From an optimization exercise on the open Yosys and OpenROAD flow, aimed at small area, a short achievable clock period and few clock cycles; shortcuts taken in it are not production practice.
RTL that was checked went through simulation tests only; none was proved equivalent to the original.
Function not checked in runs 3 to 7: the RTL went through the layout flow alone.
No activity file was given, so power comes from the tool's default toggle rates.

## design/flow/design.v

```verilog
module matrix_mult (
    input         clk,
    input  [71:0] A,
    input  [71:0] B,
    input  [2:0]  row,    
    input  [2:0]  col,    
    output [7:0]  c
);
    wire [7:0] a0 = ({8{row[0]}} & A[0*8+:8]) | ({8{row[1]}} & A[3*8+:8]) | ({8{row[2]}} & A[6*8+:8]);
    wire [7:0] a1 = ({8{row[0]}} & A[1*8+:8]) | ({8{row[1]}} & A[4*8+:8]) | ({8{row[2]}} & A[7*8+:8]);
    wire [7:0] a2 = ({8{row[0]}} & A[2*8+:8]) | ({8{row[1]}} & A[5*8+:8]) | ({8{row[2]}} & A[8*8+:8]);
    wire [7:0] b0 = ({8{col[0]}} & B[0*8+:8]) | ({8{col[1]}} & B[1*8+:8]) | ({8{col[2]}} & B[2*8+:8]);
    wire [7:0] b1 = ({8{col[0]}} & B[3*8+:8]) | ({8{col[1]}} & B[4*8+:8]) | ({8{col[2]}} & B[5*8+:8]);
    wire [7:0] b2 = ({8{col[0]}} & B[6*8+:8]) | ({8{col[1]}} & B[7*8+:8]) | ({8{col[2]}} & B[8*8+:8]);
    wire s1 = (a0[0] & b0[0]) ^ (a1[0] & b1[0]) ^ (a2[0] & b2[0]);
    wire k2 = ((a0[0] & b0[0]) & (a1[0] & b1[0])) | ((a0[0] & b0[0]) & (a2[0] & b2[0])) | ((a1[0] & b1[0]) & (a2[0] & b2[0]));
    wire s3 = (a0[0] & b0[1]) ^ (a0[1] & b0[0]) ^ (a1[0] & b1[1]);
    wire k4 = ((a0[0] & b0[1]) & (a0[1] & b0[0])) | ((a0[0] & b0[1]) & (a1[0] & b1[1])) | ((a0[1] & b0[0]) & (a1[0] & b1[1]));
    wire s5 = (a1[1] & b1[0]) ^ (a2[0] & b2[1]) ^ (a2[1] & b2[0]);
    wire k6 = ((a1[1] & b1[0]) & (a2[0] & b2[1])) | ((a1[1] & b1[0]) & (a2[1] & b2[0])) | ((a2[0] & b2[1]) & (a2[1] & b2[0]));
    wire s7 = k2 ^ s3 ^ s5;
    wire k8 = (k2 & s3) | (k2 & s5) | (s3 & s5);
    wire s9 = (a0[0] & b0[2]) ^ (a0[1] & b0[1]) ^ (a0[2] & b0[0]);
    wire k10 = ((a0[0] & b0[2]) & (a0[1] & b0[1])) | ((a0[0] & b0[2]) & (a0[2] & b0[0])) | ((a0[1] & b0[1]) & (a0[2] & b0[0]));
    wire s11 = (a1[0] & b1[2]) ^ (a1[1] & b1[1]) ^ (a1[2] & b1[0]);
    wire k12 = ((a1[0] & b1[2]) & (a1[1] & b1[1])) | ((a1[0] & b1[2]) & (a1[2] & b1[0])) | ((a1[1] & b1[1]) & (a1[2] & b1[0]));
    wire s13 = (a2[0] & b2[2]) ^ (a2[1] & b2[1]) ^ (a2[2] & b2[0]);
    wire k14 = ((a2[0] & b2[2]) & (a2[1] & b2[1])) | ((a2[0] & b2[2]) & (a2[2] & b2[0])) | ((a2[1] & b2[1]) & (a2[2] & b2[0]));
    wire s15 = k4 ^ k6 ^ s9;
    wire k16 = (k4 & k6) | (k4 & s9) | (k6 & s9);
    wire s17 = s11 ^ s13 ^ k8;
    wire k18 = (s11 & s13) | (s11 & k8) | (s13 & k8);
    wire s19 = (a0[0] & b0[3]) ^ (a0[1] & b0[2]) ^ (a0[2] & b0[1]);
    wire k20 = ((a0[0] & b0[3]) & (a0[1] & b0[2])) | ((a0[0] & b0[3]) & (a0[2] & b0[1])) | ((a0[1] & b0[2]) & (a0[2] & b0[1]));
    wire s21 = (a0[3] & b0[0]) ^ (a1[0] & b1[3]) ^ (a1[1] & b1[2]);
    wire k22 = ((a0[3] & b0[0]) & (a1[0] & b1[3])) | ((a0[3] & b0[0]) & (a1[1] & b1[2])) | ((a1[0] & b1[3]) & (a1[1] & b1[2]));
    wire s23 = (a1[2] & b1[1]) ^ (a1[3] & b1[0]) ^ (a2[0] & b2[3]);
    wire k24 = ((a1[2] & b1[1]) & (a1[3] & b1[0])) | ((a1[2] & b1[1]) & (a2[0] & b2[3])) | ((a1[3] & b1[0]) & (a2[0] & b2[3]));
    wire s25 = (a2[1] & b2[2]) ^ (a2[2] & b2[1]) ^ (a2[3] & b2[0]);
    wire k26 = ((a2[1] & b2[2]) & (a2[2] & b2[1])) | ((a2[1] & b2[2]) & (a2[3] & b2[0])) | ((a2[2] & b2[1]) & (a2[3] & b2[0]));
    wire s27 = k10 ^ k12 ^ k14;
    wire k28 = (k10 & k12) | (k10 & k14) | (k12 & k14);
    wire s29 = s19 ^ s21 ^ s23;
    wire k30 = (s19 & s21) | (s19 & s23) | (s21 & s23);
    wire s31 = s25 ^ k16 ^ s27;
    wire k32 = (s25 & k16) | (s25 & s27) | (k16 & s27);
    wire s33 = (a0[0] & b0[4]) ^ (a0[1] & b0[3]) ^ (a0[2] & b0[2]);
    wire k34 = ((a0[0] & b0[4]) & (a0[1] & b0[3])) | ((a0[0] & b0[4]) & (a0[2] & b0[2])) | ((a0[1] & b0[3]) & (a0[2] & b0[2]));
    wire s35 = (a0[3] & b0[1]) ^ (a0[4] & b0[0]) ^ (a1[0] & b1[4]);
    wire k36 = ((a0[3] & b0[1]) & (a0[4] & b0[0])) | ((a0[3] & b0[1]) & (a1[0] & b1[4])) | ((a0[4] & b0[0]) & (a1[0] & b1[4]));
    wire s37 = (a1[1] & b1[3]) ^ (a1[2] & b1[2]) ^ (a1[3] & b1[1]);
    wire k38 = ((a1[1] & b1[3]) & (a1[2] & b1[2])) | ((a1[1] & b1[3]) & (a1[3] & b1[1])) | ((a1[2] & b1[2]) & (a1[3] & b1[1]));
    wire s39 = (a1[4] & b1[0]) ^ (a2[0] & b2[4]) ^ (a2[1] & b2[3]);
    wire k40 = ((a1[4] & b1[0]) & (a2[0] & b2[4])) | ((a1[4] & b1[0]) & (a2[1] & b2[3])) | ((a2[0] & b2[4]) & (a2[1] & b2[3]));
    wire s41 = (a2[2] & b2[2]) ^ (a2[3] & b2[1]) ^ (a2[4] & b2[0]);
    wire k42 = ((a2[2] & b2[2]) & (a2[3] & b2[1])) | ((a2[2] & b2[2]) & (a2[4] & b2[0])) | ((a2[3] & b2[1]) & (a2[4] & b2[0]));
    wire s43 = k20 ^ k22 ^ k24;
    wire k44 = (k20 & k22) | (k20 & k24) | (k22 & k24);
    wire s45 = k26 ^ s33 ^ s35;
    wire k46 = (k26 & s33) | (k26 & s35) | (s33 & s35);
    wire s47 = s37 ^ s39 ^ s41;
    wire k48 = (s37 & s39) | (s37 & s41) | (s39 & s41);
    wire s49 = k28 ^ k30 ^ s43;
    wire k50 = (k28 & k30) | (k28 & s43) | (k30 & s43);
    wire s51 = (a0[0] & b0[5]) ^ (a0[1] & b0[4]) ^ (a0[2] & b0[3]);
    wire k52 = ((a0[0] & b0[5]) & (a0[1] & b0[4])) | ((a0[0] & b0[5]) & (a0[2] & b0[3])) | ((a0[1] & b0[4]) & (a0[2] & b0[3]));
    wire s53 = (a0[3] & b0[2]) ^ (a0[4] & b0[1]) ^ (a0[5] & b0[0]);
    wire k54 = ((a0[3] & b0[2]) & (a0[4] & b0[1])) | ((a0[3] & b0[2]) & (a0[5] & b0[0])) | ((a0[4] & b0[1]) & (a0[5] & b0[0]));
    wire s55 = (a1[0] & b1[5]) ^ (a1[1] & b1[4]) ^ (a1[2] & b1[3]);
    wire k56 = ((a1[0] & b1[5]) & (a1[1] & b1[4])) | ((a1[0] & b1[5]) & (a1[2] & b1[3])) | ((a1[1] & b1[4]) & (a1[2] & b1[3]));
    wire s57 = (a1[3] & b1[2]) ^ (a1[4] & b1[1]) ^ (a1[5] & b1[0]);
    wire k58 = ((a1[3] & b1[2]) & (a1[4] & b1[1])) | ((a1[3] & b1[2]) & (a1[5] & b1[0])) | ((a1[4] & b1[1]) & (a1[5] & b1[0]));
    wire s59 = (a2[0] & b2[5]) ^ (a2[1] & b2[4]) ^ (a2[2] & b2[3]);
    wire k60 = ((a2[0] & b2[5]) & (a2[1] & b2[4])) | ((a2[0] & b2[5]) & (a2[2] & b2[3])) | ((a2[1] & b2[4]) & (a2[2] & b2[3]));
    wire s61 = (a2[3] & b2[2]) ^ (a2[4] & b2[1]) ^ (a2[5] & b2[0]);
    wire k62 = ((a2[3] & b2[2]) & (a2[4] & b2[1])) | ((a2[3] & b2[2]) & (a2[5] & b2[0])) | ((a2[4] & b2[1]) & (a2[5] & b2[0]));
    wire s63 = k34 ^ k36 ^ k38;
    wire k64 = (k34 & k36) | (k34 & k38) | (k36 & k38);
    wire s65 = k40 ^ k42 ^ s51;
    wire k66 = (k40 & k42) | (k40 & s51) | (k42 & s51);
    wire s67 = s53 ^ s55 ^ s57;
    wire k68 = (s53 & s55) | (s53 & s57) | (s55 & s57);
    wire s69 = s59 ^ s61 ^ k44;
    wire k70 = (s59 & s61) | (s59 & k44) | (s61 & k44);
    wire s71 = k46 ^ k48 ^ s63;
    wire k72 = (k46 & k48) | (k46 & s63) | (k48 & s63);
    wire s73 = (a0[0] & b0[6]) ^ (a0[1] & b0[5]) ^ (a0[2] & b0[4]);
    wire k74 = ((a0[0] & b0[6]) & (a0[1] & b0[5])) | ((a0[0] & b0[6]) & (a0[2] & b0[4])) | ((a0[1] & b0[5]) & (a0[2] & b0[4]));
    wire s75 = (a0[3] & b0[3]) ^ (a0[4] & b0[2]) ^ (a0[5] & b0[1]);
    wire k76 = ((a0[3] & b0[3]) & (a0[4] & b0[2])) | ((a0[3] & b0[3]) & (a0[5] & b0[1])) | ((a0[4] & b0[2]) & (a0[5] & b0[1]));
    wire s77 = (a0[6] & b0[0]) ^ (a1[0] & b1[6]) ^ (a1[1] & b1[5]);
    wire k78 = ((a0[6] & b0[0]) & (a1[0] & b1[6])) | ((a0[6] & b0[0]) & (a1[1] & b1[5])) | ((a1[0] & b1[6]) & (a1[1] & b1[5]));
    wire s79 = (a1[2] & b1[4]) ^ (a1[3] & b1[3]) ^ (a1[4] & b1[2]);
    wire k80 = ((a1[2] & b1[4]) & (a1[3] & b1[3])) | ((a1[2] & b1[4]) & (a1[4] & b1[2])) | ((a1[3] & b1[3]) & (a1[4] & b1[2]));
    wire s81 = (a1[5] & b1[1]) ^ (a1[6] & b1[0]) ^ (a2[0] & b2[6]);
    wire k82 = ((a1[5] & b1[1]) & (a1[6] & b1[0])) | ((a1[5] & b1[1]) & (a2[0] & b2[6])) | ((a1[6] & b1[0]) & (a2[0] & b2[6]));
    wire s83 = (a2[1] & b2[5]) ^ (a2[2] & b2[4]) ^ (a2[3] & b2[3]);
    wire k84 = ((a2[1] & b2[5]) & (a2[2] & b2[4])) | ((a2[1] & b2[5]) & (a2[3] & b2[3])) | ((a2[2] & b2[4]) & (a2[3] & b2[3]));
    wire s85 = (a2[4] & b2[2]) ^ (a2[5] & b2[1]) ^ (a2[6] & b2[0]);
    wire k86 = ((a2[4] & b2[2]) & (a2[5] & b2[1])) | ((a2[4] & b2[2]) & (a2[6] & b2[0])) | ((a2[5] & b2[1]) & (a2[6] & b2[0]));
    wire s87 = k52 ^ k54 ^ k56;
    wire k88 = (k52 & k54) | (k52 & k56) | (k54 & k56);
    wire s89 = k58 ^ k60 ^ k62;
    wire k90 = (k58 & k60) | (k58 & k62) | (k60 & k62);
    wire s91 = s73 ^ s75 ^ s77;
    wire k92 = (s73 & s75) | (s73 & s77) | (s75 & s77);
    wire s93 = s79 ^ s81 ^ s83;
    wire k94 = (s79 & s81) | (s79 & s83) | (s81 & s83);
    wire s95 = s85 ^ k64 ^ k66;
    wire k96 = (s85 & k64) | (s85 & k66) | (k64 & k66);
    wire s97 = k68 ^ s87 ^ s89;
    wire k98 = (k68 & s87) | (k68 & s89) | (s87 & s89);
    wire s99 = (a0[0] & b0[7]) ^ (a0[1] & b0[6]) ^ (a0[2] & b0[5]);
    wire s100 = (a0[3] & b0[4]) ^ (a0[4] & b0[3]) ^ (a0[5] & b0[2]);
    wire s101 = (a0[6] & b0[1]) ^ (a0[7] & b0[0]) ^ (a1[0] & b1[7]);
    wire s102 = (a1[1] & b1[6]) ^ (a1[2] & b1[5]) ^ (a1[3] & b1[4]);
    wire s103 = (a1[4] & b1[3]) ^ (a1[5] & b1[2]) ^ (a1[6] & b1[1]);
    wire s104 = (a1[7] & b1[0]) ^ (a2[0] & b2[7]) ^ (a2[1] & b2[6]);
    wire s105 = (a2[2] & b2[5]) ^ (a2[3] & b2[4]) ^ (a2[4] & b2[3]);
    wire s106 = (a2[5] & b2[2]) ^ (a2[6] & b2[1]) ^ (a2[7] & b2[0]);
    wire s107 = k74 ^ k76 ^ k78;
    wire s108 = k80 ^ k82 ^ k84;
    wire s109 = k86 ^ s99 ^ s100;
    wire s110 = s101 ^ s102 ^ s103;
    wire s111 = s104 ^ s105 ^ s106;
    wire s112 = k88 ^ k90 ^ k92;
    wire s113 = k94 ^ s107 ^ s108;
    wire s114 = s109 ^ s110 ^ s111;
    reg p0_0;
    reg p1_0;
    reg p2_0;
    reg p2_1;
    reg p3_0;
    reg p3_1;
    reg p3_2;
    reg p4_0;
    reg p4_1;
    reg p4_2;
    reg p4_3;
    reg p5_0;
    reg p5_1;
    reg p5_2;
    reg p5_3;
    reg p5_4;
    reg p6_0;
    reg p6_1;
    reg p6_2;
    reg p6_3;
    reg p6_4;
    reg p6_5;
    reg p7_0;
    reg p7_1;
    reg p7_2;
    reg p7_3;
    reg p7_4;
    always @(posedge clk) begin
        p0_0 <= s1;
        p1_0 <= s7;
        p2_0 <= s15;
        p2_1 <= s17;
        p3_0 <= s29;
        p3_1 <= k18;
        p3_2 <= s31;
        p4_0 <= s45;
        p4_1 <= s47;
        p4_2 <= k32;
        p4_3 <= s49;
        p5_0 <= s65;
        p5_1 <= s67;
        p5_2 <= k50;
        p5_3 <= s69;
        p5_4 <= s71;
        p6_0 <= s91;
        p6_1 <= s93;
        p6_2 <= k70;
        p6_3 <= k72;
        p6_4 <= s95;
        p6_5 <= s97;
        p7_0 <= k96;
        p7_1 <= k98;
        p7_2 <= s112;
        p7_3 <= s113;
        p7_4 <= s114;
    end
    wire s115 = p5_0 ^ p5_1;
    wire k116 = p5_0 & p5_1;
    wire s117 = p6_0 ^ p6_1 ^ p6_2;
    wire k118 = (p6_0 & p6_1) | (p6_0 & p6_2) | (p6_1 & p6_2);
    wire s119 = p6_3 ^ p6_4;
    wire k120 = p6_3 & p6_4;
    wire s121 = p7_0 ^ p7_1 ^ p7_2;
    wire s122 = p7_3 ^ p7_4;
    wire s123 = p4_0 ^ p4_1;
    wire k124 = p4_0 & p4_1;
    wire s125 = p5_2 ^ p5_3 ^ p5_4;
    wire k126 = (p5_2 & p5_3) | (p5_2 & p5_4) | (p5_3 & p5_4);
    wire s127 = k116 ^ p6_5 ^ s117;
    wire k128 = (k116 & p6_5) | (k116 & s117) | (p6_5 & s117);
    wire s129 = k118 ^ k120 ^ s121;
    wire s130 = p3_0 ^ p3_1;
    wire k131 = p3_0 & p3_1;
    wire s132 = p4_2 ^ p4_3 ^ s123;
    wire k133 = (p4_2 & p4_3) | (p4_2 & s123) | (p4_3 & s123);
    wire s134 = k124 ^ s115 ^ s125;
    wire k135 = (k124 & s115) | (k124 & s125) | (s115 & s125);
    wire s136 = k126 ^ s119 ^ s127;
    wire k137 = (k126 & s119) | (k126 & s127) | (s119 & s127);
    wire s138 = k128 ^ s122 ^ s129;
    wire [7:0] x = {k137, k135, k133, k131, p3_2, p2_0, p1_0, p0_0};
    wire [7:0] y = {s138, s136, s134, s132, s130, p2_1, 1'b0, 1'b0};
    assign c = x + y;
endmodule
module top(
    input clk,              
    input rst,              
    input cyc,              
    input stb,              
    input we,               
    input [3:0] wb_sel,     
    input [31:0] adr,       
    input [31:0] dat_mosi,  
    output [31:0] dat_miso,  
    output reg ack,             
    output reg err              
);
reg [71:0] A, B;
reg [7:0] rdata;
reg [2:0] tgt_row, tgt_col;    
reg [4:0] tag;                 
reg fresh;                     
reg missed;                    
reg wv;                        
reg [4:0] wa;
reg [7:0] wd;
reg rst_q;
assign dat_miso = {24'b0, rdata};
wire req      = cyc & stb;
wire adr_hi0  = ~|adr[31:5];
wire [4:0] a5 = adr[4:0];
wire lo_ab    = a5 < 5'd18;
wire lo_c     = (a5 >= 5'd18) & (a5 < 5'd27);
wire in_ab    = adr_hi0 & lo_ab;
wire in_c     = adr_hi0 & lo_c;
wire wr       = req & we & wb_sel[0];
wire rd       = req & ~we;
wire wr_ab    = wr & in_ab;
wire rd_c     = rd & in_c;
reg [2:0] r_row, r_col;
always @(*) begin
    case (a5)
        5'd18: begin r_row = 3'b001; r_col = 3'b001; end
        5'd19: begin r_row = 3'b001; r_col = 3'b010; end
        5'd20: begin r_row = 3'b001; r_col = 3'b100; end
        5'd21: begin r_row = 3'b010; r_col = 3'b001; end
        5'd22: begin r_row = 3'b010; r_col = 3'b010; end
        5'd23: begin r_row = 3'b010; r_col = 3'b100; end
        5'd24: begin r_row = 3'b100; r_col = 3'b001; end
        5'd25: begin r_row = 3'b100; r_col = 3'b010; end
        default: begin r_row = 3'b100; r_col = 3'b100; end
    endcase
end
wire [2:0] nn_col = {r_col[0], r_col[2:1]};
wire [2:0] nn_row = r_col[0] ? r_row : {r_row[1:0], r_row[2]};
reg [4:0] tgt_adr;
always @(*) begin
    case ({tgt_row, tgt_col})
        6'b001_001: tgt_adr = 5'd18;
        6'b001_010: tgt_adr = 5'd19;
        6'b001_100: tgt_adr = 5'd20;
        6'b010_001: tgt_adr = 5'd21;
        6'b010_010: tgt_adr = 5'd22;
        6'b010_100: tgt_adr = 5'd23;
        6'b100_001: tgt_adr = 5'd24;
        6'b100_010: tgt_adr = 5'd25;
        6'b100_100: tgt_adr = 5'd26;
        default:    tgt_adr = 5'd0;
    endcase
end
wire [2:0] tag_row = (tag < 5'd21) ? 3'b001 : (tag < 5'd24) ? 3'b010 : 3'b100;
wire [2:0] tag_col = (tag == 5'd18 || tag == 5'd21 || tag == 5'd24) ? 3'b001 :
                     (tag == 5'd19 || tag == 5'd22 || tag == 5'd25) ? 3'b010 : 3'b100;
function touches;
    input [4:0] x;
    input [2:0] row, col;
    begin
        if (x < 5'd9)
            touches = (x < 5'd3) ? row[0] : (x < 5'd6) ? row[1] : row[2];
        else if (x == 5'd9 || x == 5'd12 || x == 5'd15)
            touches = col[0];
        else if (x == 5'd10 || x == 5'd13 || x == 5'd16)
            touches = col[1];
        else
            touches = col[2];
    end
endfunction
wire hit = (a5 == tag) & fresh & ~(wv & touches(wa, tag_row, tag_col));
wire [7:0] c;
matrix_mult mm_inst(.clk(clk), .A(A), .B(B), .row(tgt_row), .col(tgt_col), .c(c));
always @(posedge clk or posedge rst) begin
    if (rst) begin
        ack <= 1'b0;
        err <= 1'b0;
        tgt_row <= 3'b000;
        tgt_col <= 3'b000;
        tag <= 5'd0;
        fresh <= 1'b0;
        missed <= 1'b0;
        wv <= 1'b0;
    end else begin
        ack <= wr_ab | (rd_c & hit);
        err <= (wr & ~in_ab) | (rd & ~in_c);
        tag <= tgt_adr;
        fresh <= ~((wv & touches(wa, tgt_row, tgt_col)) | rst_q);
        missed <= rd_c & ~hit;
        wv <= wr_ab;
        if (wr) begin
            tgt_row <= 3'b001;
            tgt_col <= (a5 == 5'd17) ? 3'b010 : 3'b001;
        end else if (rd & lo_c) begin
            tgt_row <= missed ? r_row : nn_row;
            tgt_col <= missed ? r_col : nn_col;
        end
    end
end
always @(posedge clk or posedge rst) begin
    if (rst)
        rst_q <= 1'b1;
    else
        rst_q <= 1'b0;
end
always @(posedge clk) begin
    wa <= a5;
    wd <= dat_mosi[7:0];
end
always @(posedge clk)
    rdata <= c;
wire [7:0] sdata = rst_q ? 8'b0 : wd;
integer e;
always @(posedge clk) begin
    for (e = 0; e < 9; e = e + 1) begin
        if (rst_q | (wv & (wa == e)))     A[e*8+:8] <= sdata;
        if (rst_q | (wv & (wa == e + 9))) B[e*8+:8] <= sdata;
    end
end
endmodule
```

## design/flow/flow/run.sh

```bash
#!/bin/bash
bash standard.sh SETUP_SLACK_MARGIN=7.3 \
  "BUFFER_PORTS_ARGS=-buffer_cell sky130_fd_sc_hd__buf_1" \
  "CTS_ARGS=-sink_clustering_enable -repair_clock_nets -buf_list sky130_fd_sc_hd__clkbuf_16 -sink_clustering_size 30 -sink_clustering_max_diameter 150 -dont_use_dummy_load" \
  finish > standard.log 2>&1
```

## design/flow/standard.sh

```bash
#!/bin/bash
# synth_recipe.tcl (not shown) runs the flow's synth.tcl, then flattens the netlist and writes it again
# the make line also repeats each setting of config.mk as NAME=value (left out here)
make -C /OpenROAD-flow-scripts/flow DESIGN_CONFIG=/design/flow/config.mk WORK_HOME=/design/flow/orfs CLKGATE_MAP_FILE= SYNTH_SCRIPT=/design/flow/synth_recipe.tcl "${@:-finish}"
```

## design/flow/config.mk

```make
export PLATFORM = sky130hd
export DESIGN_NAME = top
export DESIGN_NICKNAME = top
export VERILOG_FILES = /design/flow/design.v
export SDC_FILE = /design/flow/constraint.sdc
export NUM_CORES = 4
export LEC_CHECK = 0
export CAP_MARGIN = 20
export CORE_MARGIN = 2
export CORE_UTILIZATION = 40
export SLEW_MARGIN = 20
```

## design/flow/constraint.sdc

```tcl
create_clock -name core_clock -period 10.0 [get_ports {clk}]
set_input_delay 2.0000 -clock core_clock [delete_from_list [all_inputs] [get_ports {clk}]]
set_output_delay 2.0000 -clock core_clock [all_outputs]
set_load 0.01 [all_outputs]
```

==> results of run 1 <==
==> layout by cell type (no fill, tap or decap), types with 10 or more instances in the layout <==
cell type / instances
dfxtp_1: 45
clkbuf_16: 13
buf_12: 17
a222oi_1: 41
buf_4: 93
a21o_1: 14
fa_1: 24
conb_1: 25
edfxtp_1: 144
xnor2_1: 31
fa_2: 32
buf_6: 14
xor2_1: 18
nor2_1: 84
nor2b_1: 11
nand2_1: 44
inv_2: 11
inv_1: 37
ha_1: 10
dfrtp_1: 10
or2_1: 19
buf_1: 39
nor2_2: 11
a21oi_1: 13
==> state kept, by name, summed over array words and instances, names as in the netlist, 3 cells and up <==
signal / flops
B: 72
wd: 8
tgt_col: 3
A: 72
tag: 5
wa: 5
rdata: 8
tgt_row: 3
==> synthesized netlist by cell type, types with 4 or more instances <==
master    number  share of area [%]
o21ai_1        5               0.25
o21ai_0        8               0.39
buf_2          4               0.20
nor2b_1       13               0.80
edfxtp_1     144                 43
nor3_1         6               0.30
a222oi_1      41                4.0
a22oi_1       11               0.81
buf_1          4               0.15
or2_1         21                1.3
o211ai_1       4               0.30
o21bai_1       4               0.30
xor2_1        19                1.6
xnor2_1       33                2.8
ha_1          14                1.7
clkbuf_1      24               0.89
nand2_1       49                1.8
a31o_2         7               0.60
a21oi_1       17               0.84
nor2_1        94                3.5
fa_1          56                 11
dfrtp_1       16                3.9
dfxtp_1       48                9.5
inv_1         50                1.8
nand2b_1       7               0.43
buf_4         24                1.8
nor4_1         7               0.43
a21o_1        14                1.0
==> power groups by stage <==
stage	registers [mW]	clock network (mW)	logic, mW
global placement	1.13	0	0.922
detailed placement	1.13	0	0.944
CTS	1.12	0.445	1.09
floorplan	1.13	0	0.718
global route	1.13	0.469	1.30
finish	1.12	0.436	1.17
==> metal layers <==
layer | GRT usage, % | share of wire, % | vias up
li1 | - | - | 3111
met1 | 23.9 | 41 | 3389
met2 | 31.2 | 50 | 238
met3 | 1.88 | 5.4 | 47
met4 | 5.87 | 3.4 | 0
met5 | 0 | 0 | -
==> per-stage QoR <==
step | hold WS (ps) | setup WS, ps | util (%) | instance area, um2 | instances
after CTS | 339 | 7010 | 47.7 | 12000 | 1252
after global placement | 310 | 5880 | 43.1 | 10800 | 1172
after global routing | 351 | 6990 | 50.0 | 12500 | 1285
after floorplan | 310 | 6750 | - | 10400 | 825
after detailed placement | 312 | 5900 | 43.1 | 10800 | 1172
final | 339 | 7020 | 50.0 | 12500 | 1285
==> kinds of logic after synthesis <==
logic type,after synthesis,synth area share (%)
flip-flops,209,56.2
AO/OA/AOI/OAI,134,10.4
buffers and inverters,109,5.18
other,1,0.0369
multiplexers,4,0.406
adder cells (fa/ha/maj),70,12.8
AND/OR/NAND/NOR,220,10.1
XOR/XNOR,54,4.86
==> path summary, 6_finish.rpt <==
path                       cells after the start  slack (ps)         start      endpoint
hold / removal                                 0         340  mm_inst.p1_0      rdata[1]
min in group asynchronous                      2        1590           rst    tgt_col[2]
setup reg to reg                              10        7090    tgt_col[0]  mm_inst.p3_2
setup / recovery                               1        7020           ack           ack
max in group asynchronous                      2        7940           rst    tgt_col[1]
hold reg to reg                                0         340  mm_inst.p1_0      rdata[1]
==> layout make-up <==
class                   count  area (um2)
multi-input cells         508        4350
repair buffers            178        1570
clock buffers              10         250
inverters                  50         203
flip-flops and latches    209        5720
well taps                 330         413
fillers                  2189       12500
==> what timing repair did <==
action                                  4_1_cts  5_1_grt
endpoints found under the setup margin       45       37
setup buffers                                66       29
hold endpoints to repair                      0        0
gates cloned                                  4        4
resized for setup                            86       64
pin swaps                                    59       63
==> results_dict.tcl, run 1 <==
set metrics [dict create \
    worstSetupStartpointType "flip-flop" \
    internal_power_mw 1.83 \
    drt_iter0_markers 572 \
    seqPwrFrac_pct 41.2 \
    p_switching_uw 893 \
    p_leak_nw 4.79 \
    cp-end-kind "output pin" \
    ys_ff_latch 209 \
    synthCells 801 \
    cts-htree-levels 1 \
    slowest_stage "dfrtp_1" \
    combPwrFrac_pct 42.8 \
    drive_above_1_share_pct 27.3 \
    slowest_delay_ps 380 \
    path_buf_inv 1 \
    period_share_pct 29.8 \
    cts_tree "built" \
    min_path_type "reg -> reg" \
    finalCriticalPeriod_ps 2980 \
    clock-root-buffer "clkbuf_16" \
    clock_latency_ps 470 \
    area_delta_synth_final_pct 23.2 \
    ys_types 65 \
    setup_viol 0 \
    fmax_mhz 336 \
    place_congestion 0.827 \
    pin_count 107 \
    crit_chain "clkbuf_2" \
    row_count 58 \
    slew_headroom_pct 35.3 \
    wire_per_inst_um 19.3 \
    antenna_cells 0 \
    io_buffers 55 \
    vdd_drop_max_v 0.000202 \
    avgSynthCellArea_um2 12.7 \
    synthFlopType "edfxtp_1" \
    grt_start_max_net_pins 36 \
    clock-sinks 209 \
    core_area_um2 25000 \
    tightestPinTransition_ps 967 \
    rsz0062_at_grt "true" \
    skew_ps 16.5 \
    sw_frac_of_total_pct 32.8 \
    cp_top_family "flip-flops" \
    cap_violations 0 \
    synth-edff-count 144 \
    drt.antenna.violating_nets 0 \
    cts_buffers 10 \
    maxSlewViolCount 0 \
    crit_type "reg -> out" \
    cp.required_ps 8000 \
    critPathArrivalTime_ps 980 \
    pwr_density_cell_nw_per_um2 218 \
    die-height_um 163 \
    die_area_um2 26700 \
    antenna_found_initial 0 \
    clkTransAtPathRegs_ps 110 \
    clockBufferDepth 3 \
    drtPass1Iterations 6 \
    initial_utilization_pct 40.6 \
    yosysSeqAreaShare_pct 56.2 \
    postSynth.asyncResetShare_pct 8.13 \
    hpwl_mm 15.1 \
    gr-total-overflow 0 \
    routed_wl_mm 24.8 \
    nets 1100 \
    syn_area_um2 10200 \
    grt_usage_pct 18.1 \
    vias_per_cell 5.28 \
    hold_violations 0 \
    drc 0 \
    p_clk_share_pct 16.0 \
    ctsHoldBuffers 0 \
    ys_warn_count 2 \
    fin_tns_setup_ps 0 \
    power_mw 2.72 \
    die_w_um 163 \
    grt_pass1_vias 6713 \
    grt_pass1_wl_mm 36.8 \
    crit_fanout 1 \
    status "complete, no violations" \
    vias 6785 \
]
Testbench counts, summed over its fixed seeds: cycles 8,640.
==> run 2: changes to the inputs <==
==> design/flow/flow/run.sh (replaced) <==
#!/bin/bash
bash standard.sh SETUP_SLACK_MARGIN=7 \
  "BUFFER_PORTS_ARGS=-buffer_cell sky130_fd_sc_hd__buf_1" \
  "CTS_ARGS=-sink_clustering_enable -repair_clock_nets -buf_list sky130_fd_sc_hd__clkbuf_16 -sink_clustering_size 30 -sink_clustering_max_diameter 150 -dont_use_dummy_load" \
  finish > standard.log 2>&1
==> run 2 against run 1 <==
Still clean; worst hold slack is essentially flat; clock skew is essentially flat; sequential power hardly changed; setup slack better by 8.6 ps; register-to-register slack worse by 40 ps; critical endpoint unchanged.
==> results_dict.tcl, run 2 <==
set metrics [dict create \
    status "complete, no violations" \
    reg2reg_slack_ps 7050 \
    routed_wl_mm 22.0 \
    drt_iter0_markers 590 \
    crit_type "reg -> out" \
    final_common_cell "edfxtp_1" \
    seqPwrFrac_pct 44.0 \
    finalCoreUtilization_pct 45.7 \
    hpwl_mm 14.9 \
    hold_violations 0 \
    internal_power_mw 1.71 \
    min_path_type "reg -> reg" \
    grt_start_max_net_pins 35 \
    drive_above_1_share_pct 12.3 \
    clkTransAtPathRegs_ps 110 \
    vdd_drop_max_v 0.000190 \
    holdPathEnd "rdata[1]" \
    slowest_delay_ps 380 \
    finalNonFillerCells 1219 \
    die_w_um 163 \
    final_cell_mix "edfxtp_1, nor2_1, fa_1, buf_4" \
    grt_pass1_wl_mm 34.3 \
    setup_viol 0 \
    maxSlewViolCount 0 \
    fillers 2290 \
    yosys-top-cells-area "edfxtp_1, fa_1, dfxtp_1" \
    area_delta_synth_final_pct 12.5 \
    skew_ps 16.2 \
    combPwrFrac_pct 39.0 \
    synth-edff-count 144 \
    fmax_mhz 337 \
    cap_violations 0 \
    die_area_um2 26700 \
    synthCells 801 \
    gr-total-overflow 0 \
    largestRegisters "A (72), B (72)" \
    avgSynthCellArea_um2 12.7 \
    synthFlopType "edfxtp_1" \
    cts_tree "built" \
    ys_ff_latch 209 \
    grt_usage_pct 16.7 \
    ys_warn_count 2 \
    drc 0 \
    clock-root-buffer "clkbuf_16" \
    pwr_density_cell_nw_per_um2 222 \
    setup_slack_ps 7030 \
    die-height_um 163 \
    yosysTopAreaCellShare_pct 42.6 \
    worstHoldPathCells 0 \
    vias_per_cell 5.16 \
    cts-htree-levels 1 \
    io_buffers 55 \
    r2r-end "mm_inst.p6_4" \
    dp_cells 1172 \
    cp-end-kind "output pin" \
    core_area_um2 25000 \
    syn_area_um2 10200 \
    cp.required_ps 8000 \
    crit_fanout 1 \
    yosysSeqAreaShare_pct 56.2 \
    place_congestion 0.833 \
    fin_hold_ws_ps 339 \
    nets 1034 \
    vias 6284 \
    yosys.area.top_type "edfxtp_1" \
    yosysMostFrequentCell "edfxtp_1" \
    period_share_pct 29.7 \
    crit_chain "clkbuf_2" \
    drtPass1Iterations 5 \
    sw_frac_of_total_pct 32.7 \
    clockBufferDepth 3 \
    cp_top_family "flip-flops" \
    p_clk_share_pct 17.0 \
    p_leak_nw 4.35 \
    synthTopCellsByCount "edfxtp_1, nor2_1, fa_1" \
    fin_tns_setup_ps 0 \
    row_count 58 \
    path_buf_inv 1 \
    slowest_stage "dfrtp_1" \
    slew_headroom_pct 50.8 \
    p_switching_uw 829 \
    antenna_found_initial 0 \
    wire_per_inst_um 18.1 \
    grt_pass1_vias 6306 \
    drt.antenna.violating_nets 0 \
    tightestPinTransition_ps 734 \
    clock_latency_ps 470 \
    critPathArrivalTime_ps 970 \
    min_from "mm_inst.p1_0" \
    cts_buffers 10 \
    worstSetupStartpointType "flip-flop" \
    initial_utilization_pct 40.6 \
    dpl_worst_slack_ps 5890 \
    clock-sinks 209 \
    ys_types 65 \
    r2r-start "tgt_col[0]" \
    finalCriticalPeriod_ps 2970 \
    pin_count 107 \
    rsz0062_at_grt "true" \
    postSynth.asyncResetShare_pct 8.13 \
    r2r_cells 6 \
    antenna_cells 0 \
]
==> run 2: cell counts after synthesis <==
No cell type changed its count.
==> run 2: worst register-to-register path: cells and delay by family (launching register included) <==
family                     cells  cell delay (ps)
adders and majority gates      3             1380
buffers and inverters          1              170
DFF                            1              500
AOI/OAI and AO/OA              1              640
and+or+nand+nor                1              150
==> run 2: cell families (layout without fill, tap and decap cells) <==
kind of cell             after synthesis  count (layout)  synth area share (%)
multiplexers                           4               4                 0.406
AND/OR/NAND/NOR                      220             220                  10.1
flip-flops                           209             209                  56.2
buffers and inverters                109             173                  5.18
other                                  1              25                0.0369
XOR/XNOR                              54              54                  4.86
AO/OA/AOI/OAI                        134             134                  10.4
adder cells (fa/ha/maj)               70              70                  12.8
==> run 2: what timing repair did <==
item	4_1_cts	5_1_grt
setup buffers	32	4
setup endpoints to repair	33	21
pin swaps	21	11
cloned	0	1
resized for setup	18	25
hold buffers	0	0
==> run 2: layout make-up <==
type                       count  area, um2  area share (%)
clock buffer                  10        250            2.19
inverter                      50        198            1.73
multi-input combinational    507       4120            36.1
sequential                   209       5710            50.0
tap                          330        413            3.61
timing repair buffer         113        738            6.45
==> run 2: worst max path at each step <==
stage	startpoint	endpoint	slack, ps	cells past startpoint
final	ack	ack	7030	1
after global placement	adr[1]	tgt_col[1]	5890	8
after CTS	adr[3]	tgt_col[1]	6960	7
after detailed placement	adr[1]	tgt_col[1]	5890	8
after global routing	tgt_col[0]	mm_inst.p7_3	6950	10
after floorplan	adr[1]	tgt_row[1]	6740	10
==> run 2: metrics by stage <==
step | area [um2] | total power, mW
3_5_place_dp | 10700 | 2.07
4_1_cts | 11300 | 2.54
2_1_floorplan | 10300 | 1.83
3_3_place_gp | 10700 | 2.04
6_report | 11400 | 2.54
5_1_grt | 11400 | 2.72
==> run 2: layer usage <==
layer,track usage [%],part of all wire [%]
met5,0,0
met4,3.46,1.5
met3,1.57,3.8
met2,29.5,51
met1,22.6,44
==> run 2: power groups by stage <==
stage / Combinational, mW / Clock [mW] / Sequential (mW)
after global placement: 0.908 / 0 / 1.13
after global routing: 1.12 / 0.470 / 1.13
final: 0.990 / 0.430 / 1.12
after detailed placement: 0.933 / 0 / 1.14
after CTS: 0.983 / 0.444 / 1.12
after floorplan: 0.707 / 0 / 1.13
==> run 3: changes to the inputs <==
--- a/design/flow/design.v
+++ b/design/flow/design.v
@@ -299,6 +299,4 @@
 always @(posedge clk or posedge rst) begin
     if (rst) begin
-        ack <= 1'b0;
-        err <= 1'b0;
         tgt_row <= 3'b000;
         tgt_col <= 3'b000;
@@ -308,6 +306,4 @@
         wv <= 1'b0;
     end else begin
-        ack <= wr_ab | (rd_c & hit);
-        err <= (wr & ~in_ab) | (rd & ~in_c);
         tag <= tgt_adr;
         fresh <= ~((wv & touches(wa, tgt_row, tgt_col)) | rst_q);
@@ -330,4 +326,8 @@
 end
 always @(posedge clk) begin
+    ack <= wr_ab | (rd_c & hit);
+    err <= (wr & ~in_ab) | (rd & ~in_c);
+end
+always @(posedge clk) begin
     wa <= a5;
     wd <= dat_mosi[7:0];
--- a/design/flow/config.mk
+++ b/design/flow/config.mk
@@ -6,4 +6,5 @@
 export NUM_CORES = 4
 export LEC_CHECK = 0
+export ABC_AREA = 1
 export CAP_MARGIN = 20
 export CORE_MARGIN = 2
==> run 3 against run 2 <==
Wire length up 2.4%; clock-buffer cell count unchanged; setup slack better by 21 ps; total power up 14%; final area up 4.8%; worst hold slack worse by 1.5 ps.
==> results_dict.tcl, run 3 <==
set metrics [dict create \
    status "complete, no violations" \
    grt_usage_pct 16.1 \
    finalCoreUtilization_pct 44.2 \
    stdcell_area_um2 12000 \
    holdPathEnd "rdata[0]" \
    cts_tree "built" \
    synth_compound_area_share_pct 3.25 \
    initial_utilization_pct 40.9 \
    r2r-end "mm_inst.p5_4" \
    vdd_drop_max_v 0.000113 \
    gr-total-overflow 0 \
    routed_wl_mm 22.5 \
    vias_per_cell 4.66 \
    avgSynthCellArea_um2 10.1 \
    synth_mux_area_share_pct 0 \
    critPathArrivalTime_ps 950 \
    r2r-start "tgt_col[2]" \
    pwr_density_cell_nw_per_um2 242 \
    min_from "mm_inst.p0_0" \
    die_w_um 170 \
    io_buffers 55 \
    tightestPinTransition_ps 1010 \
    hold_violations 0 \
    grt_start_max_net_pins 31 \
    clock-root-buffer "clkbuf_16" \
    ys_types 50 \
    cp-end-kind "output pin" \
    syn_area_um2 11100 \
    pin_count 107 \
    power_mw 2.90 \
    cts-htree-levels 1 \
    synth_top_family_by_area "simple AND/OR/NAND/NOR gates" \
    yosys.area_share.adder_pct 11.7 \
    clock_latency_ps 470 \
    synth-edff-count 144 \
    antenna_found_initial 0 \
    largestRegisters "A (72), B (72)" \
    finalNonFillerCells 1540 \
    r2r_cells 7 \
    grt_pass1_wl_mm 36.4 \
    crit_chain "buf_1" \
    period_share_pct 29.5 \
    p_leak_nw 5.32 \
    synthCells 1092 \
    final_cell_mix "nand2_1, edfxtp_1, inv_1, fa_1, nand3_1" \
    drive_above_1_share_pct 13.2 \
    drtPass1Iterations 5 \
    clock-sinks 209 \
    nets 1313 \
    finalCriticalPeriod_ps 2950 \
    fin_tns_setup_ps 0 \
    postSynth.asyncResetShare_pct 7.18 \
    synthFlopType "edfxtp_1" \
    dp_cells 1528 \
    ys_warn_count 2 \
    die_area_um2 29000 \
    synthXorXnorAreaFrac_pct 2.12 \
    wire_per_inst_um 14.6 \
    clockBufferDepth 3 \
    cp_top_family "flip-flops" \
    worstSetupStartpointType "flip-flop" \
    yosysMostFrequentCell "nand2_1" \
    synthTopCellsByCount "nand2_1, edfxtp_1, inv_1" \
    reg2reg_slack_ps 7150 \
    yosys.area.top_type "edfxtp_1" \
    yosys-top-cells-area "edfxtp_1, nand2_1, fa_1" \
    slew_headroom_pct 32.5 \
    rsz0062_at_grt "true" \
    core_area_um2 27100 \
    yosys.area_share.simple_pct 22.6 \
    skew_ps 26.0 \
    worstHoldPathCells 0 \
    multi_input_area_um2 4510 \
    seq_area_um2 5710 \
    antenna_cells 0 \
    cp.required_ps 8000 \
    vias 7178 \
    crit_type "reg -> out" \
    die-height_um 170 \
    cap_violations 0 \
    dpl_cell_area_um2 11700 \
    row_count 60 \
    slowest_stage "dfxtp_1" \
    path_buf_inv 1 \
    final_common_cell "nand2_1" \
    drt.antenna.violating_nets 0 \
    area_delta_synth_final_pct 8.21 \
    crit_fanout 1 \
    yosysSeqAreaShare_pct 51.5 \
    drc 0 \
    place_congestion 0.865 \
    slowest_delay_ps 330 \
    fillers 2568 \
    hpwl_mm 16.6 \
    clkTransAtPathRegs_ps 110 \
    cts_buffers 10 \
    min_path_type "reg -> reg" \
    ys_ff_latch 209 \
    setup_viol 0 \
    yosysTopAreaCellShare_pct 39.0 \
    fmax_mhz 339 \
    maxSlewViolCount 0 \
    drt_iter0_markers 445 \
    grt_pass1_vias 6953 \
]
-- run 3: how the worst max path moves through the flow --
| stage | start | to | slack (ps) | cells after the start |
|---|---|---|---|---|
| global placement | adr[0] | tgt_row[2] | 6430 | 9 |
| finish | err | err | 7050 | 1 |
| CTS | err | err | 7030 | 1 |
| detailed placement | adr[0] | tgt_row[2] | 6420 | 9 |
| global route | adr[2] | tgt_col[1] | 6980 | 11 |
| floorplan | adr[1] | tgt_row[2] | 6990 | 8 |
-- run 3: metrics by stage --
stage,hold slack [ps],setup slack (ps)
after floorplan,310,6990
after global placement,312,6430
after detailed placement,312,6420
after CTS,339,7030
after global routing,343,6980
final,338,7050
-- run 3: timing repair --
item                                    4_1_cts  5_1_grt
setup buffers                                 0        2
hold endpoints to repair                      0        0
hold buffers                                  0        0
gates resized for setup                       6        8
endpoints found under the setup margin       15       12
-- run 3: metal layers --
layer | track usage [%] | vias to the layer above | wire, um
li1 | - | 3589 | -
met1 | 21.7 | 3413 | 10400
met2 | 28.4 | 156 | 11000
met3 | 1.65 | 20 | 789
met4 | 3.38 | 0 | 402
met5 | 0 | - | 0
-- run 3: area by class of cell --
cell class / instances / share of cell area (%)
clock buffers: 10 / 2.09
inverters: 157 / 4.92
multi-input cells: 705 / 37.6
flip-flops and latches: 209 / 47.6
well taps: 372 / 3.88
repair buffers: 87 / 3.86
-- run 3: kinds of logic after synthesis --
logic type               count (synthesis)
XOR/XNOR                                26
adder cells (fa/ha/maj)                 70
buffers and inverters                  202
AND/OR/NAND/NOR                        524
flip-flops                             209
AO/OA/AOI/OAI                           60
other                                    1
-- run 3: power by group --
group / internal, mW / switching (mW)
Sequential: 1.09 / 0.0531
Combinational: 0.539 / 0.790
Clock: 0.182 / 0.248
==> run 4: changes to the inputs <==
--- a/design/flow/config.mk
+++ b/design/flow/config.mk
@@ -6,5 +6,4 @@
 export NUM_CORES = 4
 export LEC_CHECK = 0
-export ABC_AREA = 1
 export CAP_MARGIN = 20
 export CORE_MARGIN = 2
==> run 4 against run 3 <==
First-iteration DRC count increased by 31%; worst hold slack improved by 1.9 ps; largest cell class unchanged; highest routed layer unchanged; non-clock buffer count up 27.
==> results_dict.tcl, run 4 <==
set metrics [dict create \
    die_area_um2 26900 \
    cts_tree "built" \
    die_w_um 164 \
    clockBufferDepth 3 \
    vdd_drop_max_v 0.000196 \
    drive_above_1_share_pct 14.9 \
    synth-edff-count 144 \
    gr-total-overflow 0 \
    antenna_found_initial 0 \
    grt_start_max_net_pins 38 \
    die-height_um 164 \
    min_from "mm_inst.p0_0" \
    finalCriticalPeriod_ps 3020 \
    final_cell_mix "edfxtp_1, nor2_1, fa_1, buf_4" \
    yosys-top-cells-area "edfxtp_1, fa_1, dfxtp_1" \
    reg2reg_slack_ps 7030 \
    pin_count 107 \
    cp-end-kind "flip-flop" \
    grt_usage_pct 17.1 \
    cp_top_family "compound AO/OA/AOI/OAI gates" \
    io_buffers 55 \
    drt_iter0_markers 581 \
    cts_buffers 10 \
    use_met2_pct 29.2 \
    drc 0 \
    crit_type "in -> reg" \
    skew_ps 33.3 \
    holdPathEnd "rdata[0]" \
    cp.required_ps 10330 \
    slowest_delay_ps 270 \
    clkTransAtPathRegs_ps 120 \
    grt.busiest_layer "met2" \
    drt.antenna.violating_nets 0 \
    grt_pass1_vias 6290 \
    tightestPinTransition_ps 979 \
    yosysMostFrequentCell "edfxtp_1" \
    pwr_density_cell_nw_per_um2 219 \
    rsz0062_at_grt "true" \
    crit_fanout 4 \
    dpl_cell_area_um2 10800 \
    nets 1035 \
    status "complete, no violations" \
    area_delta_synth_final_pct 12.1 \
    antenna_cells 0 \
    r2r-start "tgt_col[0]" \
    final_common_cell "edfxtp_1" \
    fmax_mhz 331 \
    drtPass1Iterations 8 \
    vias_per_cell 5.25 \
    dp_cells 1177 \
    r2r_cells 8 \
    power_mw 2.51 \
    ys_warn_count 2 \
    min_path_type "reg -> reg" \
    avgSynthCellArea_um2 12.7 \
    cap_violations 0 \
    clock_latency_ps 480 \
    ctsHoldBuffers 0 \
    hpwl_mm 15.3 \
    worstSetupStartpointType "primary input" \
    place_congestion 0.815 \
    synthFlopType "edfxtp_1" \
    p_leak_nw 4.33 \
    cts-htree-levels 1 \
    finalNonFillerCells 1220 \
    syn_area_um2 10200 \
    setup_viol 0 \
    slowest_stage "o211ai_1" \
    largestRegisters "A (72), B (72)" \
    wire_per_inst_um 18.5 \
    slew_headroom_pct 34.6 \
    synthCells 804 \
    stdcell_area_um2 11500 \
    fin_tns_setup_ps 0 \
    crit_chain "buf_8 > buf_4 > ha_1 > mux2_2 > o211ai_1 > o21ai_0 > mux2i_1 > a21oi_1" \
    row_count 58 \
    vias 6409 \
    ys_types 63 \
    grt_util_met1_pct 23.6 \
    grtUsageMet3_pct 2.02 \
    hold_violations 0 \
    yosysSeqAreaShare_pct 55.7 \
    postSynth.asyncResetShare_pct 7.18 \
    finalCoreUtilization_pct 45.7 \
    worstHoldPathCells 0 \
    initial_utilization_pct 40.7 \
    yosysTopAreaCellShare_pct 42.3 \
    routed_wl_mm 22.6 \
    grt_pass1_wl_mm 35.2 \
    r2r-end "mm_inst.p6_5" \
    yosys.area.top_type "edfxtp_1" \
    clock-sinks 209 \
    maxSlewViolCount 0 \
    path_buf_inv 2 \
    core_area_um2 25100 \
    period_share_pct 30.2 \
    critPathArrivalTime_ps 3350 \
    clock-root-buffer "clkbuf_16" \
    ys_ff_latch 209 \
    synthTopCellsByCount "edfxtp_1, nor2_1, fa_1" \
]
[run 4: where the power goes]
| group | switching, mW | internal (mW) | total [mW] |
|---|---|---|---|
| clock | 0.251 | 0.182 | 0.433 |
| combinational | 0.520 | 0.450 | 0.970 |
| sequential | 0.0459 | 1.07 | 1.11 |
| total | 0.817 | 1.70 | 2.51 |
[run 4: routing by layer]
layer  part of all wire (%)  vias to the layer above
met5                      0                        -
met4                    1.6                        0
met3                    5.6                       24
met2                     49                      204
met1                     43                     3185
li1                       -                     2996
[run 4: repair_timing]
action,in CTS,in global routing
hold endpoints to repair,0,0
endpoints found under the setup margin,31,16
gates resized for setup,24,25
pin swaps,20,24
setup buffers,21,11
gates cloned,0,1
[run 4: how the worst max path moves through the flow]
stage | to | cells past startpoint | slack, ps | start
2_1_floorplan | tgt_row[1] | 10 | 6740 | adr[1]
3_3_place_gp | tgt_col[1] | 8 | 5930 | adr[1]
3_5_place_dp | tgt_col[1] | 8 | 5890 | adr[1]
4_1_cts | tgt_row[1] | 10 | 6980 | adr[0]
5_1_grt | tgt_row[0] | 10 | 6940 | adr[0]
6_report | tgt_col[0] | 8 | 6980 | adr[0]
[run 4: cells by family after synthesis]
group | Yosys count | synth area share, %
other | 1 | 0.0367
adders and majority gates | 70 | 12.7
DFF | 209 | 55.7
buffers and inverters | 114 | 5.72
xor gates and xnor gates | 54 | 4.89
and+or+nand+nor | 221 | 10.2
AOI/OAI and AO/OA | 132 | 10.4
muxes | 3 | 0.306
[run 4: layout make-up]
| class | count | area, um2 |
|---|---|---|
| Fill cell | 2335 | 13600 |
| Clock buffer | 10 | 250 |
| Tap cell | 330 | 413 |
| Inverter | 52 | 204 |
| Timing Repair Buffer | 114 | 747 |
| Sequential cell | 209 | 5700 |
| Multi-Input combinational cell | 505 | 4150 |
[run 4: metrics by stage]
stage	setup WS (ps)	hold slack, ps
2_1_floorplan	6740	310
3_3_place_gp	5930	311
3_5_place_dp	5890	312
5_1_grt	6940	348
4_1_cts	6980	340
6_report	6980	340
[run 4: worst reg2reg max path, cell delays in order (launching register included)]
cell      delay (ps)
dfrtp_2          440
buf_12           160
a222oi_1         690
nor2_1           190
fa_2             430
inv_1             70
fa_1             420
inv_1             80
fa_1             410
==> run 5: changes to the inputs <==
--- a/design/flow/config.mk
+++ b/design/flow/config.mk
@@ -8,4 +8,4 @@
 export CAP_MARGIN = 20
 export CORE_MARGIN = 2
-export CORE_UTILIZATION = 40
+export CORE_UTILIZATION = 60
 export SLEW_MARGIN = 20
==> run 5 against run 4 <==
Largest power group unchanged; clock-buffer cell count is the same; synthesized cell count is the same; via count grew 7.3%; combinational power grew about 10%; worst hold slack is essentially flat; final cell count shrank 5.7%; still clean; wire length grew 8.7%.
==> results_dict.tcl, run 5 <==
set metrics [dict create \
    syn_area_um2 10200 \
    die-height_um 135 \
    skew_ps 26.7 \
    synthFlopType "edfxtp_1" \
    yosysSeqAreaShare_pct 55.7 \
    clkTransAtPathRegs_ps 110 \
    grt_pass1_vias 6844 \
    maxSlewViolCount 0 \
    path_buf_inv 4 \
    slowest_delay_ps 200 \
    cp-end-kind "flip-flop" \
    wire_per_inst_um 21.4 \
    clockBufferDepth 3 \
    drt_iter0_markers 750 \
    final_common_cell "edfxtp_1" \
    r2r-start "tgt_row[0]" \
    antenna_cells 0 \
    crit_chain "buf_12 > clkinvlp_4 > ha_4 > mux2i_1 > o21ai_2 > buf_4 > buf_4 > nand3_1 > o21ai_0 > mux2i_1 > a21oi_1" \
    crit_type "in -> reg" \
    row_count 47 \
    crit_fanout 5 \
    yosysTopAreaCellShare_pct 42.3 \
    cp_top_family "buffers and inverters" \
    synthCells 804 \
    area_delta_synth_final_pct 15.3 \
    drive_above_1_share_pct 20.7 \
    pin_count 107 \
    grt_usage_pct 26.5 \
    hpwl_mm 16.0 \
    p_leak_nw 4.56 \
    cts_buffers 10 \
    cts_tree "built" \
    antenna_found_initial 0 \
    ys_ff_latch 209 \
    finalCriticalPeriod_ps 3110 \
    grt_start_max_net_pins 37 \
    rsz0062_at_grt "true" \
    fmax_mhz 322 \
    cp.required_ps 10320 \
    yosysMostFrequentCell "edfxtp_1" \
    tightestPinTransition_ps 901 \
    final_cell_mix "edfxtp_1, nor2_1, buf_4, dfxtp_1, buf_1" \
    clock-root-buffer "clkbuf_16" \
    min_from "mm_inst.p1_0" \
    routed_wl_mm 24.6 \
    critPathArrivalTime_ps 3430 \
    period_share_pct 31.1 \
    vdd_drop_max_v 0.000206 \
    die_w_um 135 \
    ys_types 63 \
    core_area_um2 16600 \
    fin_tns_setup_ps 0 \
    cts-htree-levels 1 \
    dpl_worst_slack_ps 5960 \
    synthTopCellsByCount "edfxtp_1, nor2_1, fa_1" \
    setup_slack_ps 6890 \
    min_path_type "reg -> reg" \
    setup_viol 0 \
    status "complete, no violations" \
    worstSetupStartpointType "primary input" \
    vias_per_cell 5.98 \
    gr-total-overflow 0 \
    vias 6878 \
    synth-edff-count 144 \
    hold_violations 0 \
    drtPass1Iterations 8 \
    slew_headroom_pct 39.8 \
    clock-sinks 209 \
    nets 1076 \
    io_buffers 55 \
    place_congestion 0.929 \
    critPathLaunch "adr[0]" \
    ys_warn_count 2 \
    avgSynthCellArea_um2 12.7 \
    drc 0 \
    initial_utilization_pct 61.5 \
    grt_pass1_wl_mm 36.7 \
    die_area_um2 18100 \
    postSynth.asyncResetShare_pct 7.18 \
    drt.antenna.violating_nets 0 \
    yosys-top-cells-area "edfxtp_1, fa_1, dfxtp_1" \
    cap_violations 0 \
    pwr_density_cell_nw_per_um2 222 \
    yosys.area.top_type "edfxtp_1" \
    clock_latency_ps 470 \
    slowest_stage "ha_4" \
    largestRegisters "A (72), B (72)" \
]
-- run 5: cell counts after synthesis --
No cell type changed its count.
-- run 5: cells by family (layout without fill, tap and decap cells) --
kind of cell             count (synthesis)  after routing  synth area share, %
AND/OR/NAND/NOR                        221            221                 10.2
flip-flops                             209            209                 55.7
AO/OA/AOI/OAI                          132            132                 10.4
buffers and inverters                  114            217                 5.72
adder cells (fa/ha/maj)                 70             70                 12.7
XOR/XNOR                                54             54                 4.89
multiplexers                             3              3                0.306
other                                    1             25               0.0367
-- run 5: final timing paths --
| kind | slack [ps] | cells past startpoint | endpoint |
|---|---|---|---|
| max in group asynchronous | 7940 | 2 | tgt_col[0] |
| min in group asynchronous | 1580 | 2 | tag[3] |
| worst max register to register | 7030 | 8 | mm_inst.p6_5 |
| worst min register to register | 340 | 0 | rdata[1] |
| worst max-delay path | 6890 | 11 | tgt_col[0] |
| worst min-delay path | 340 | 0 | rdata[1] |
-- run 5: what timing repair did --
item | in CTS | in global routing
endpoints found under the setup margin | 34 | 19
setup buffers | 52 | 20
resized for setup | 25 | 54
gates cloned | 0 | 5
hold buffers | 0 | 0
pin swaps | 33 | 26
endpoints found under the hold margin | 0 | 0
-- run 5: metal layers --
metal	up-vias	wire length (um)	track usage, %
li1	3068	-	-
met1	3509	9560	34.5
met2	266	13200	48.9
met3	35	1460	2.93
met4	0	410	4.21
met5	-	0	0
-- run 5: area by class of cell --
class                   count  area [um2]
flip-flops and latches    209        5710
repair buffers            155        1170
well taps                 220         275
multi-input cells         505        4190
inverters                  52         204
clock buffers              10         250
fillers                  1206        4840
-- run 5: power breakdown --
group	leakage [nW]	internal (mW)	switching, mW	total, mW
sequential	1.99	1.07	0.0547	1.12
combinational	2.44	0.514	0.560	1.07
clock	0.123	0.182	0.248	0.430
-- run 5: through the flow --
| step | instances | total power, mW | hold WS, ps | util, % | cell area, um2 |
|---|---|---|---|---|---|
| floorplan | 828 | 1.83 | 310 | - | 10400 |
| global placement | 1061 | 2.02 | 318 | 63.7 | 10600 |
| detailed placement | 1064 | 2.08 | 316 | 63.8 | 10600 |
| CTS | 1126 | 2.56 | 342 | 68.1 | 11300 |
| global route | 1151 | 2.79 | 350 | 70.9 | 11800 |
| finish | 1151 | 2.62 | 340 | 70.9 | 11800 |
==> run 6: changes to the inputs <==
--- a/design/flow/config.mk
+++ b/design/flow/config.mk
@@ -6,6 +6,6 @@
 export NUM_CORES = 4
 export LEC_CHECK = 0
-export CAP_MARGIN = 20
+export CAP_MARGIN = 5
 export CORE_MARGIN = 2
-export CORE_UTILIZATION = 60
-export SLEW_MARGIN = 20
+export CORE_UTILIZATION = 40
+export SLEW_MARGIN = 5
==> run 6 against run 5 <==
Critical path type unchanged; critical endpoint is now tgt_col[1]; wire length decreased by 7.3%; sequential power about the same; clock skew about the same; largest power group unchanged; total power decreased by 3.8%; die area rose by 48%; critical path depth decreased by 2; largest cell class unchanged; sequential cell count is the same; worst hold slack is essentially flat; first-iteration DRC count shrank 25%; final cell count is 6.0% higher.
==> results_dict.tcl, run 6 <==
set metrics [dict create \
    synth-edff-count 144 \
    cp.required_ps 10370 \
    power_mw 2.53 \
    vias_per_cell 5.28 \
    status "complete, no violations" \
    clock-root-buffer "clkbuf_16" \
    yosys.area.top_type "edfxtp_1" \
    drt_iter0_markers 566 \
    worstHoldPathCells 0 \
    path_buf_inv 2 \
    initial_utilization_pct 40.7 \
    tightestPinTransition_ps 1180 \
    postSynth.asyncResetShare_pct 7.18 \
    critPathArrivalTime_ps 3370 \
    cts-htree-levels 1 \
    crit_fanout 4 \
    yosys-top-cells-area "edfxtp_1, fa_1, dfxtp_1" \
    finalCoreUtilization_pct 45.7 \
    drive_above_1_share_pct 14.4 \
    routed_wl_mm 22.8 \
    gr-total-overflow 0 \
    largestRegisters "A (72), B (72)" \
    period_share_pct 30.0 \
    io_buffers 55 \
    finalCriticalPeriod_ps 3000 \
    dpl_worst_slack_ps 5900 \
    reg2reg_slack_ps 7110 \
    slowest_delay_ps 300 \
    cp_top_family "compound AO/OA/AOI/OAI gates" \
    cts_buffers 10 \
    drc 0 \
    slowest_stage "o311ai_2" \
    core_area_um2 25100 \
    ys_types 63 \
    maxSlewViolCount 0 \
    die_w_um 164 \
    vdd_drop_max_v 0.000192 \
    clock_latency_ps 470 \
    die_area_um2 26900 \
    grt_pass1_vias 6374 \
    yosysSeqAreaShare_pct 55.7 \
    setup_viol 0 \
    holdPathEnd "rdata[0]" \
    clock-sinks 209 \
    wire_per_inst_um 18.7 \
    antenna_found_initial 0 \
    synthCells 804 \
    grt_usage_pct 17.4 \
    hpwl_mm 15.3 \
    p_leak_nw 4.35 \
    cap_violations 0 \
    row_count 58 \
    r2r-end "mm_inst.p7_3" \
    clockBufferDepth 3 \
    r2r-start "tgt_row[2]" \
    fmax_mhz 334 \
    die-height_um 164 \
    synthFlopType "edfxtp_1" \
    drtPass1Iterations 7 \
    place_congestion 0.815 \
    cts_tree "built" \
    antenna_cells 0 \
    vias 6436 \
    setup_slack_ps 7000 \
    fin_tns_setup_ps 0 \
    min_path_type "reg -> reg" \
    skew_ps 26.2 \
    pin_count 107 \
    pwr_density_cell_nw_per_um2 220 \
    clkTransAtPathRegs_ps 120 \
    area_delta_synth_final_pct 12.2 \
    slew_headroom_pct 21.1 \
    min_from "mm_inst.p0_0" \
    cp-end-kind "flip-flop" \
    avgSynthCellArea_um2 12.7 \
    synthTopCellsByCount "edfxtp_1, nor2_1, fa_1" \
    r2r_cells 11 \
    worstSetupStartpointType "primary input" \
    rsz0062_at_grt "true" \
    hold_violations 0 \
    crit_type "in -> reg" \
    yosysTopAreaCellShare_pct 42.3 \
    grt_pass1_wl_mm 35.7 \
    ys_warn_count 2 \
    grt_start_max_net_pins 38 \
    fin_hold_ws_ps 340 \
    yosysMostFrequentCell "edfxtp_1" \
    final_common_cell "edfxtp_1" \
    nets 1035 \
    ys_ff_latch 209 \
    syn_area_um2 10200 \
    crit_chain "buf_12 > clkinvlp_4 > ha_4 > and2_1 > o311ai_2 > nor2_1 > a211oi_2 > a21oi_1 > o21bai_1" \
    final_cell_mix "edfxtp_1, nor2_1, fa_1, buf_4" \
    drt.antenna.violating_nets 0 \
]
## run 6: logic make-up after synthesis
group / count (synthesis) / synth area share (%)
simple gates: 221 / 10.2
flops: 209 / 55.7
compound gates: 132 / 10.4
buf+inv: 114 / 5.72
fa+ha+maj: 70 / 12.7
xor+xnor: 54 / 4.89
mux: 3 / 0.306
other cells: 1 / 0.0367
## run 6: per-layer routing
| metal | GRT usage, % | up-vias | wire length [um] |
|---|---|---|---|
| li1 | - | 2991 | - |
| met1 | 23.6 | 3223 | 9920 |
| met2 | 30.0 | 196 | 11200 |
| met3 | 2.35 | 26 | 1310 |
| met4 | 3.75 | 0 | 399 |
| met5 | 0 | - | 0 |
## run 6: area by class of cell
class	instances	area [um2]
flip-flops and latches	209	5700
repair buffers	114	781
fillers	2311	13600
multi-input cells	505	4120
clock buffers	10	250
inverters	52	204
well taps	330	413
## run 6: worst max path at each step
stage               start            to  slack [ps]  cells past startpoint
2_1_floorplan      adr[1]    tgt_row[1]        6740                     10
3_3_place_gp       adr[1]    tgt_col[1]        5930                      8
3_5_place_dp       adr[1]    tgt_col[1]        5900                      8
4_1_cts        tgt_row[0]  mm_inst.p6_5        7000                      8
5_1_grt            adr[0]    tgt_row[1]        6910                     10
6_report           adr[0]    tgt_col[1]        7000                      9
## run 6: per-stage QoR
stage,instance area [um2],cells
floorplan,10400,828
CTS,11300,1211
global route,11500,1220
detailed placement,10800,1176
finish,11500,1220
global placement,10800,1176
## run 6: what timing repair did
item,CTS,global route
resized for setup,23,24
gates cloned,1,0
endpoints found under the setup margin,33,15
hold buffers,0,0
setup buffers,24,9
endpoints found under the hold margin,0,0
pin swaps,23,19
## run 6: power breakdown
| group | internal (mW) | total, mW | switching [mW] |
|---|---|---|---|
| clock network | 0.182 | 0.433 | 0.251 |
| logic | 0.458 | 0.980 | 0.522 |
| registers | 1.07 | 1.11 | 0.0473 |
| total | 1.71 | 2.53 | 0.820 |
==> run 7: changes to the inputs <==
==> design/flow/flow/run.sh (replaced) <==
#!/bin/bash
bash standard.sh SETUP_SLACK_MARGIN=6.85 \
  "BUFFER_PORTS_ARGS=-buffer_cell sky130_fd_sc_hd__buf_1" \
  "CTS_ARGS=-sink_clustering_enable -repair_clock_nets -buf_list sky130_fd_sc_hd__clkbuf_16 -sink_clustering_size 30 -sink_clustering_max_diameter 150 -dont_use_dummy_load" \
  finish > standard.log 2>&1
--- a/design/flow/config.mk
+++ b/design/flow/config.mk
@@ -6,6 +6,6 @@
 export NUM_CORES = 4
 export LEC_CHECK = 0
-export CAP_MARGIN = 5
+export CAP_MARGIN = 20
 export CORE_MARGIN = 2
 export CORE_UTILIZATION = 40
-export SLEW_MARGIN = 5
+export SLEW_MARGIN = 20
==> run 7 against run 6 <==
Critical path depth shrank 3; combinational power shrank 3.7%; utilization shrank 0.72 points; global-route usage shrank 0.31 points; die area is the same; critical endpoint is now mm_inst.p6_5; fmax shrank 2.2%.
==> results_dict.tcl, run 7 <==
set metrics [dict create \
    critPathLaunch "tgt_col[0]" \
    combPwrFrac_pct 38.0 \
    vias_per_cell 5.21 \
    drt.antenna.violating_nets 0 \
    slowest_delay_ps 690 \
    gr-total-overflow 0 \
    core_area_um2 25100 \
    row_count 58 \
    worstSetupStartpointType "flip-flop" \
    hpwl_mm 15.2 \
    yosysTopAreaCellShare_pct 42.3 \
    slew_headroom_pct 40.4 \
    r2r_cells 6 \
    finalCriticalPeriod_ps 3060 \
    grt_usage_pct 17.1 \
    fin_hold_ws_ps 339 \
    critPathArrivalTime_ps 3470 \
    tightestPinTransition_ps 890 \
    antenna_cells 0 \
    pin_count 107 \
    routed_wl_mm 22.3 \
    avgSynthCellArea_um2 12.7 \
    cts-htree-levels 1 \
    cts_tree "built" \
    synthTopCellsByCount "edfxtp_1, nor2_1, fa_1" \
    dpl_worst_slack_ps 5980 \
    period_share_pct 30.6 \
    drt_iter0_markers 547 \
    postSynth.asyncResetShare_pct 7.18 \
    synthFlopType "edfxtp_1" \
    ys_ff_latch 209 \
    finalCoreUtilization_pct 45.0 \
    crit_chain "buf_6 > a222oi_1 > nor2_1 > fa_1 > fa_1 > fa_1" \
    cts_buffers 10 \
    crit_end "mm_inst.p6_5" \
    final_cell_mix "edfxtp_1, nor2_1, fa_1" \
    cap_violations 0 \
    p_clk_share_pct 17.3 \
    ys_warn_count 2 \
    internal_power_mw 1.68 \
    antenna_found_initial 0 \
    crit_fanout 33 \
    vdd_drop_max_v 0.000169 \
    status "complete, no violations" \
    nets 1029 \
    vias 6325 \
    clock-sinks 209 \
    r2r-end "mm_inst.p6_5" \
    syn_area_um2 10200 \
    slowest_stage "a222oi_1" \
    hold_violations 0 \
    clock-root-buffer "clkbuf_16" \
    fillers 2329 \
    clkTransAtPathRegs_ps 120 \
    largestRegisters "A (72), B (72)" \
    initial_utilization_pct 40.7 \
    min_path_type "reg -> reg" \
    die-height_um 164 \
    synth-edff-count 144 \
    sw_frac_of_total_pct 32.6 \
    yosysSeqAreaShare_pct 55.7 \
    p_leak_nw 4.27 \
    skew_ps 23.3 \
    rsz0062_at_grt "false" \
    place_congestion 0.844 \
    grt_start_max_net_pins 37 \
    clockBufferDepth 3 \
    crit_type "reg -> reg" \
    dpl_cell_area_um2 10800 \
    maxSlewViolCount 0 \
    setup_slack_ps 6940 \
]
run 7: cell counts after synthesis:
No cell type changed its count.
run 7: critical path, delay by kind of cell (launching register included):
family / cells / cell delay, ps
adder cells (fa/ha/maj): 3 / 1550
buffers and inverters: 1 / 210
flip-flops: 1 / 410
AO/OA/AOI/OAI: 1 / 690
AND/OR/NAND/NOR: 1 / 140
run 7: cell families (layout without fill, tap and decap cells):
group / Yosys count / count (layout) / synth area share (%)
and+or+nand+nor: 221 / 221 / 10.2
DFF: 209 / 209 / 55.7
AOI/OAI and AO/OA: 132 / 132 / 10.4
buffers and inverters: 114 / 170 / 5.72
adders and majority gates: 70 / 70 / 12.7
xor gates and xnor gates: 54 / 54 / 4.89
muxes: 3 / 3 / 0.306
other: 1 / 25 / 0.0367
run 7: worst min path at each step:
| stage | start | to | cells after the start |
|---|---|---|---|
| finish | mm_inst.p1_0 | rdata[1] | 0 |
| global route | mm_inst.p0_0 | rdata[0] | 0 |
| CTS | mm_inst.p1_0 | rdata[1] | 0 |
| detailed placement | mm_inst.p1_0 | rdata[1] | 0 |
| global placement | mm_inst.p1_0 | rdata[1] | 0 |
| floorplan | mm_inst.p0_0 | rdata[0] | 0 |
run 7: per-layer routing:
metal  GRT usage, %  share of wire [%]  routed length [um]
met2           29.9                 50               11000
met3           2.15                5.7                1280
met5              0                  0                   0
met4           4.07                1.8                 397
met1           22.8                 43                9570
run 7: timing repair:
action                                  in CTS  in global routing
endpoints found under the setup margin      25                 13
buffers inserted                            19                  7
pin swaps                                   11                  7
gates resized for setup                     12                  7
hold buffers                                 0                  0
run 7: metrics by stage:
stage	cells	power (mW)
after global placement	1176	2.04
after CTS	1207	2.51
after floorplan	828	1.83
after global routing	1214	2.67
final	1214	2.49
after detailed placement	1178	2.06
run 7: power groups by stage:
stage	Combinational, mW	Clock [mW]	Sequential, mW
6_report	0.944	0.430	1.11
3_5_place_dp	0.931	0	1.13
2_1_floorplan	0.709	0	1.13
3_3_place_gp	0.914	0	1.13
4_1_cts	0.954	0.441	1.11
5_1_grt	1.08	0.467	1.13
run 7: final cells by class:
| class | instances | area, um2 | area share [%] |
|---|---|---|---|
| flip-flops and latches | 209 | 5710 | 50.5 |
| multi-input cells | 505 | 4080 | 36.1 |
| repair buffers | 108 | 647 | 5.73 |
| well taps | 330 | 413 | 3.66 |
| clock buffers | 10 | 250 | 2.22 |
| inverters | 52 | 200 | 1.77 |
